This is an optimization exercise on Yosys and OpenROAD, whose aim is small area, not a production implementation. Function was checked by simulation only, so behaviour that the tests miss may differ from the original. Power figures rest on the tool's default switching activity, not on a simulated workload. The flow treats the clock pin as an ideal source, which a real chip does not have.

==> inputs of 10-03 <==
==> flow/design.v <==
`timescale 1ns / 1ps
module rb_oai22(input logic a1, a2, b1, b2, output logic y);
	assign y = ~((a1 | a2) & (b1 | b2));
endmodule
module rb_nor8(input logic [7:0] a, output logic y);
	assign y = ~|a;
endmodule
module rb_rdbit(input logic [15:0] n, input logic [15:0] d, output logic y);
	logic [7:0] p;
	genvar k;
	generate
		for (k = 0; k < 8; k++) begin : g_p
			rb_oai22 u (.a1(n[2*k]), .a2(d[2*k]), .b1(n[2*k+1]), .b2(d[2*k+1]), .y(p[k]));
		end
	endgenerate
	rb_nor8 u_y (.a(p), .y(y));
endmodule
module RegisterBank(clk,writeEnabled,regAddress1,regAddress2,writeAddress,writeData,pc,dataOut1,dataOut2);
	input logic clk;
	input writeEnabled;
	input logic [3:0] regAddress1;
	input logic [3:0] regAddress2;
	input logic [3:0] writeAddress;
	input logic [31:0] writeData;
	input logic [31:0] pc;
	output logic [31:0] dataOut1;
	output logic [31:0] dataOut2;
	logic [31:0] regs [14:0];
	always_ff @(posedge clk)
		for (int i = 0; i < 15; i++)
			if (writeEnabled && writeAddress == i)
				regs[i] <= writeData;
	logic [15:0] n1, n2;
	always_comb
		for (int i = 0; i < 16; i++) begin
			n1[i] = regAddress1 != i;
			n2[i] = regAddress2 != i;
		end
	genvar b;
	generate
		for (b = 0; b < 32; b++) begin : g_bit
			logic [15:0] d;
			for (genvar i = 0; i < 15; i++) begin : g_d
				assign d[i] = regs[i][b];
			end
			assign d[15] = pc[b];
			rb_rdbit u_r1 (.n(n1), .d(d), .y(dataOut1[b]));
			rb_rdbit u_r2 (.n(n2), .d(d), .y(dataOut2[b]));
		end
	endgenerate
endmodule
==> flow/flow/run.sh <==
#!/bin/bash
# The standard layout (standard.sh), run unchanged for synthesis; for the
# later steps: plain buf_1 cells as port buffers, a clock tree without dummy
# loads, and a smaller set of buffer cells for the resizer.
set -euo pipefail
bash standard.sh synth > flow_synth.log 2>&1
DU="sky130_fd_sc_hd__probe_p_8 sky130_fd_sc_hd__probec_p_8 sky130_fd_sc_hd__lpflow_bleeder_1 sky130_fd_sc_hd__lpflow_clkbufkapwr_1 sky130_fd_sc_hd__lpflow_clkbufkapwr_16 sky130_fd_sc_hd__lpflow_clkbufkapwr_2 sky130_fd_sc_hd__lpflow_clkbufkapwr_4 sky130_fd_sc_hd__lpflow_clkbufkapwr_8 sky130_fd_sc_hd__lpflow_clkinvkapwr_1 sky130_fd_sc_hd__lpflow_clkinvkapwr_16 sky130_fd_sc_hd__lpflow_clkinvkapwr_2 sky130_fd_sc_hd__lpflow_clkinvkapwr_4 sky130_fd_sc_hd__lpflow_clkinvkapwr_8 sky130_fd_sc_hd__lpflow_decapkapwr_12 sky130_fd_sc_hd__lpflow_decapkapwr_3 sky130_fd_sc_hd__lpflow_decapkapwr_4 sky130_fd_sc_hd__lpflow_decapkapwr_6 sky130_fd_sc_hd__lpflow_decapkapwr_8 sky130_fd_sc_hd__lpflow_inputiso0n_1 sky130_fd_sc_hd__lpflow_inputiso0p_1 sky130_fd_sc_hd__lpflow_inputiso1n_1 sky130_fd_sc_hd__lpflow_inputiso1p_1 sky130_fd_sc_hd__lpflow_inputisolatch_1 sky130_fd_sc_hd__lpflow_isobufsrc_1 sky130_fd_sc_hd__lpflow_isobufsrc_16 sky130_fd_sc_hd__lpflow_isobufsrc_2 sky130_fd_sc_hd__lpflow_isobufsrc_4 sky130_fd_sc_hd__lpflow_isobufsrc_8 sky130_fd_sc_hd__lpflow_isobufsrckapwr_16 sky130_fd_sc_hd__lpflow_lsbuf_lh_hl_isowell_tap_1 sky130_fd_sc_hd__lpflow_lsbuf_lh_hl_isowell_tap_2 sky130_fd_sc_hd__lpflow_lsbuf_lh_hl_isowell_tap_4 sky130_fd_sc_hd__lpflow_lsbuf_lh_isowell_4 sky130_fd_sc_hd__lpflow_lsbuf_lh_isowell_tap_1 sky130_fd_sc_hd__lpflow_lsbuf_lh_isowell_tap_2 sky130_fd_sc_hd__lpflow_lsbuf_lh_isowell_tap_4 sky130_fd_sc_hd__buf_6 sky130_fd_sc_hd__buf_8 sky130_fd_sc_hd__buf_12 sky130_fd_sc_hd__buf_16 sky130_fd_sc_hd__bufbuf_16 sky130_fd_sc_hd__bufbuf_8 sky130_fd_sc_hd__bufinv_16 sky130_fd_sc_hd__bufinv_8 sky130_fd_sc_hd__clkdlybuf4s15_1 sky130_fd_sc_hd__clkdlybuf4s15_2 sky130_fd_sc_hd__clkdlybuf4s18_1 sky130_fd_sc_hd__clkdlybuf4s18_2 sky130_fd_sc_hd__clkdlybuf4s25_1 sky130_fd_sc_hd__clkdlybuf4s25_2 sky130_fd_sc_hd__clkdlybuf4s50_1 sky130_fd_sc_hd__clkdlybuf4s50_2 sky130_fd_sc_hd__dlygate4sd1_1 sky130_fd_sc_hd__dlygate4sd2_1 sky130_fd_sc_hd__dlygate4sd3_1 sky130_fd_sc_hd__dlymetal6s2s_1 sky130_fd_sc_hd__dlymetal6s4s_1 sky130_fd_sc_hd__dlymetal6s6s_1 sky130_fd_sc_hd__clkbuf_8 sky130_fd_sc_hd__clkbuf_4 sky130_fd_sc_hd__clkbuf_2 sky130_fd_sc_hd__clkbuf_1 sky130_fd_sc_hd__buf_2 sky130_fd_sc_hd__buf_4"
bash standard.sh \
  "BUFFER_PORTS_ARGS=-buffer_cell sky130_fd_sc_hd__buf_1" \
  "CTS_ARGS=-sink_clustering_enable -repair_clock_nets -dont_use_dummy_load -sink_clustering_size 30 -sink_clustering_max_diameter 100 -buf_list sky130_fd_sc_hd__clkbuf_16" \
  "DONT_USE_CELLS=$DU" \
  finish > flow_make.log 2>&1
==> flow/standard.sh <==
#!/bin/bash
# synth_recipe.tcl (not shown) runs the flow's synth.tcl, then flattens the netlist and writes it again
# the make line also repeats each setting of config.mk as NAME=value (left out here)
make -C /OpenROAD-flow-scripts/flow DESIGN_CONFIG=/design/flow/config.mk WORK_HOME=/design/flow/orfs CLKGATE_MAP_FILE= SYNTH_SCRIPT=/design/flow/synth_recipe.tcl "${@:-finish}"
==> flow/config.mk <==
export PLATFORM = sky130hd
export DESIGN_NAME = RegisterBank
export DESIGN_NICKNAME = RegisterBank
export VERILOG_FILES = /design/flow/design.v
export SDC_FILE = /design/flow/constraint.sdc
export NUM_CORES = 4
export LEC_CHECK = 0
export CAP_MARGIN = 0
export CORE_MARGIN = 2
export CORE_UTILIZATION = 40
export SLEW_MARGIN = 0
export SYNTH_HIERARCHICAL = 1
==> flow/constraint.sdc <==
create_clock -name core_clock -period 5.0 [get_ports {clk}]
set_input_delay 1.0000 -clock core_clock [delete_from_list [all_inputs] [get_ports {clk}]]
set_output_delay 1.0000 -clock core_clock [all_outputs]
set_load 0.01 [all_outputs]
==> 09-08 (differences from 10-03) <==
==> flow/flow/run.sh (replaced) <==
#!/bin/bash
# The standard layout (standard.sh), run unchanged for synthesis; for the
# later steps: plain buf_1 cells as port buffers, a clock tree without dummy
# loads, and a smaller set of buffer cells for the resizer.
set -euo pipefail
bash standard.sh synth > flow_synth.log 2>&1
DU="sky130_fd_sc_hd__probe_p_8 sky130_fd_sc_hd__probec_p_8 sky130_fd_sc_hd__lpflow_bleeder_1 sky130_fd_sc_hd__lpflow_clkbufkapwr_1 sky130_fd_sc_hd__lpflow_clkbufkapwr_16 sky130_fd_sc_hd__lpflow_clkbufkapwr_2 sky130_fd_sc_hd__lpflow_clkbufkapwr_4 sky130_fd_sc_hd__lpflow_clkbufkapwr_8 sky130_fd_sc_hd__lpflow_clkinvkapwr_1 sky130_fd_sc_hd__lpflow_clkinvkapwr_16 sky130_fd_sc_hd__lpflow_clkinvkapwr_2 sky130_fd_sc_hd__lpflow_clkinvkapwr_4 sky130_fd_sc_hd__lpflow_clkinvkapwr_8 sky130_fd_sc_hd__lpflow_decapkapwr_12 sky130_fd_sc_hd__lpflow_decapkapwr_3 sky130_fd_sc_hd__lpflow_decapkapwr_4 sky130_fd_sc_hd__lpflow_decapkapwr_6 sky130_fd_sc_hd__lpflow_decapkapwr_8 sky130_fd_sc_hd__lpflow_inputiso0n_1 sky130_fd_sc_hd__lpflow_inputiso0p_1 sky130_fd_sc_hd__lpflow_inputiso1n_1 sky130_fd_sc_hd__lpflow_inputiso1p_1 sky130_fd_sc_hd__lpflow_inputisolatch_1 sky130_fd_sc_hd__lpflow_isobufsrc_1 sky130_fd_sc_hd__lpflow_isobufsrc_16 sky130_fd_sc_hd__lpflow_isobufsrc_2 sky130_fd_sc_hd__lpflow_isobufsrc_4 sky130_fd_sc_hd__lpflow_isobufsrc_8 sky130_fd_sc_hd__lpflow_isobufsrckapwr_16 sky130_fd_sc_hd__lpflow_lsbuf_lh_hl_isowell_tap_1 sky130_fd_sc_hd__lpflow_lsbuf_lh_hl_isowell_tap_2 sky130_fd_sc_hd__lpflow_lsbuf_lh_hl_isowell_tap_4 sky130_fd_sc_hd__lpflow_lsbuf_lh_isowell_4 sky130_fd_sc_hd__lpflow_lsbuf_lh_isowell_tap_1 sky130_fd_sc_hd__lpflow_lsbuf_lh_isowell_tap_2 sky130_fd_sc_hd__lpflow_lsbuf_lh_isowell_tap_4 sky130_fd_sc_hd__buf_6 sky130_fd_sc_hd__buf_8 sky130_fd_sc_hd__buf_12 sky130_fd_sc_hd__buf_16 sky130_fd_sc_hd__bufbuf_16 sky130_fd_sc_hd__bufbuf_8 sky130_fd_sc_hd__bufinv_16 sky130_fd_sc_hd__bufinv_8 sky130_fd_sc_hd__clkdlybuf4s15_1 sky130_fd_sc_hd__clkdlybuf4s15_2 sky130_fd_sc_hd__clkdlybuf4s18_1 sky130_fd_sc_hd__clkdlybuf4s18_2 sky130_fd_sc_hd__clkdlybuf4s25_1 sky130_fd_sc_hd__clkdlybuf4s25_2 sky130_fd_sc_hd__clkdlybuf4s50_1 sky130_fd_sc_hd__clkdlybuf4s50_2 sky130_fd_sc_hd__dlygate4sd1_1 sky130_fd_sc_hd__dlygate4sd2_1 sky130_fd_sc_hd__dlygate4sd3_1 sky130_fd_sc_hd__dlymetal6s2s_1 sky130_fd_sc_hd__dlymetal6s4s_1 sky130_fd_sc_hd__dlymetal6s6s_1 sky130_fd_sc_hd__clkbuf_8 sky130_fd_sc_hd__clkbuf_4 sky130_fd_sc_hd__clkbuf_2 sky130_fd_sc_hd__clkbuf_1"
bash standard.sh \
  "BUFFER_PORTS_ARGS=-buffer_cell sky130_fd_sc_hd__buf_1" \
  "CTS_ARGS=-sink_clustering_enable -repair_clock_nets -dont_use_dummy_load -sink_clustering_size 30 -sink_clustering_max_diameter 100 -buf_list sky130_fd_sc_hd__clkbuf_16" \
  "DONT_USE_CELLS=$DU" \
  finish > flow_make.log 2>&1
CORE_UTILIZATION = 60   (was 40)
==> 10-16 (differences from 10-03) <==
==> flow/flow/run.sh (replaced) <==
#!/bin/bash
set -euo pipefail
bash standard.sh synth > flow_synth.log 2>&1
bash standard.sh \
  "BUFFER_PORTS_ARGS=-buffer_cell sky130_fd_sc_hd__buf_1" \
  "CTS_ARGS=-sink_clustering_enable -repair_clock_nets -dont_use_dummy_load -sink_clustering_size 30 -sink_clustering_max_diameter 100 -buf_list sky130_fd_sc_hd__clkbuf_16" \
  finish > flow_make.log 2>&1
GPL_TIMING_DRIVEN = 0   (was not set)
==> results.txt <==
| quantity | 10-16 | 09-08 | 10-03 |
|---|---|---|---|
| Diodes inserted | 1 | 1 | 0 |
| Switching share of power | 22.8% | 22.6% | 23.1% |
| Total power of the final layout | 7000 uW | 6940 uW | 6990 uW |
| Proportion of layout cells with a drive suffix above 1 | 8.69% | 7.61% | 2.69% |
| First-pass DRT Iterations | 7 | 6 | 6 |
| Routed wirelength normalized by instance count | 31.6 um | 33.4 um | 28.3 um |
| Tightest slew margin relative to the limit | 47.3% | 22.7% | 19.8% |
| Status | timing/DRC/antenna clean | timing/DRC/antenna clean | timing/DRC/antenna clean |
| Global-route track usage on met3 | 5.34% | 10.6% | 3.68% |
| Die outline height | 223 um | 183 um | 223 um |
| GR met2 Demand/Resource | 38.5% | 55.2% | 38.3% |
| Final Hold Slack | 0.913 ns | 0.915 ns | 0.930 ns |
| Combinational-cell power consumption | 629 uW | 577 uW | 594 uW |
| Layer with the highest usage | met2 | met1 | met2 |
| FILL cells | 4122 | 2257 | 4270 |
| Power per cell area | 314 nW/um2 | 326 nW/um2 | 321 nW/um2 |
| Met3 WL | 9170 um | 9930 um | 6630 um |
| Worst slack, placed | 0.680 ns | 0.586 ns | 0.463 ns |
| Area overhead of the layout relative to synthesis | 16.6% | 11.1% | 13.7% |
| Total number of nets in the final design | 1553 | 1565 | 1679 |
| Effective utilization at floorplan | 40.3% | 60.8% | 40.3% |
| Placer's final routability congestion estimate | 0.770 | 0.882 | 0.894 |
| Share of the final layout cell area in multi-input gates | 22.1% | 23.0% | 22.4% |
| Die extent in x | 223 um | 183 um | 223 um |
| Cell Count Post-Placement | 2069 | 1868 | 2195 |
| Clock input transition at the sequential cells of the worst setup and hold paths | 0.12 ns | 0.11 ns | 0.11 ns |

-- separate check: timing with driven ports --
The results above use ideal ports. As a check the final layouts listed here were re-extracted and re-timed, cells and wires unchanged.
Step 1: set_driving_cell puts a clkbuf_16 on clk and a buf_2 on each other input, an assumption about the parent block.
Step 2 times the ports against the registers' clock, not the clock port: input delays grow and output delays shrink by t, the midpoint of the rising clock arrivals with the driver on.
a / b / c = ideal / step 1 / step 2; a / b = the first two.
run | t, ns | slack for setup (ns) | worst setup path after step 2
10-03 | 0.602 | 0.331 / 0.307 / 0.307 | input to output
09-08 | 0.592 | 0.408 / 0.383 / 0.383 | input to output
10-16 | 0.599 | 0.604 / 0.573 / 0.573 | input to output
After both steps every run listed still meets setup and hold. The setup slack of 10-16, which loses most, moves by -0.031 ns with the drivers and by -0.031 ns with both steps.
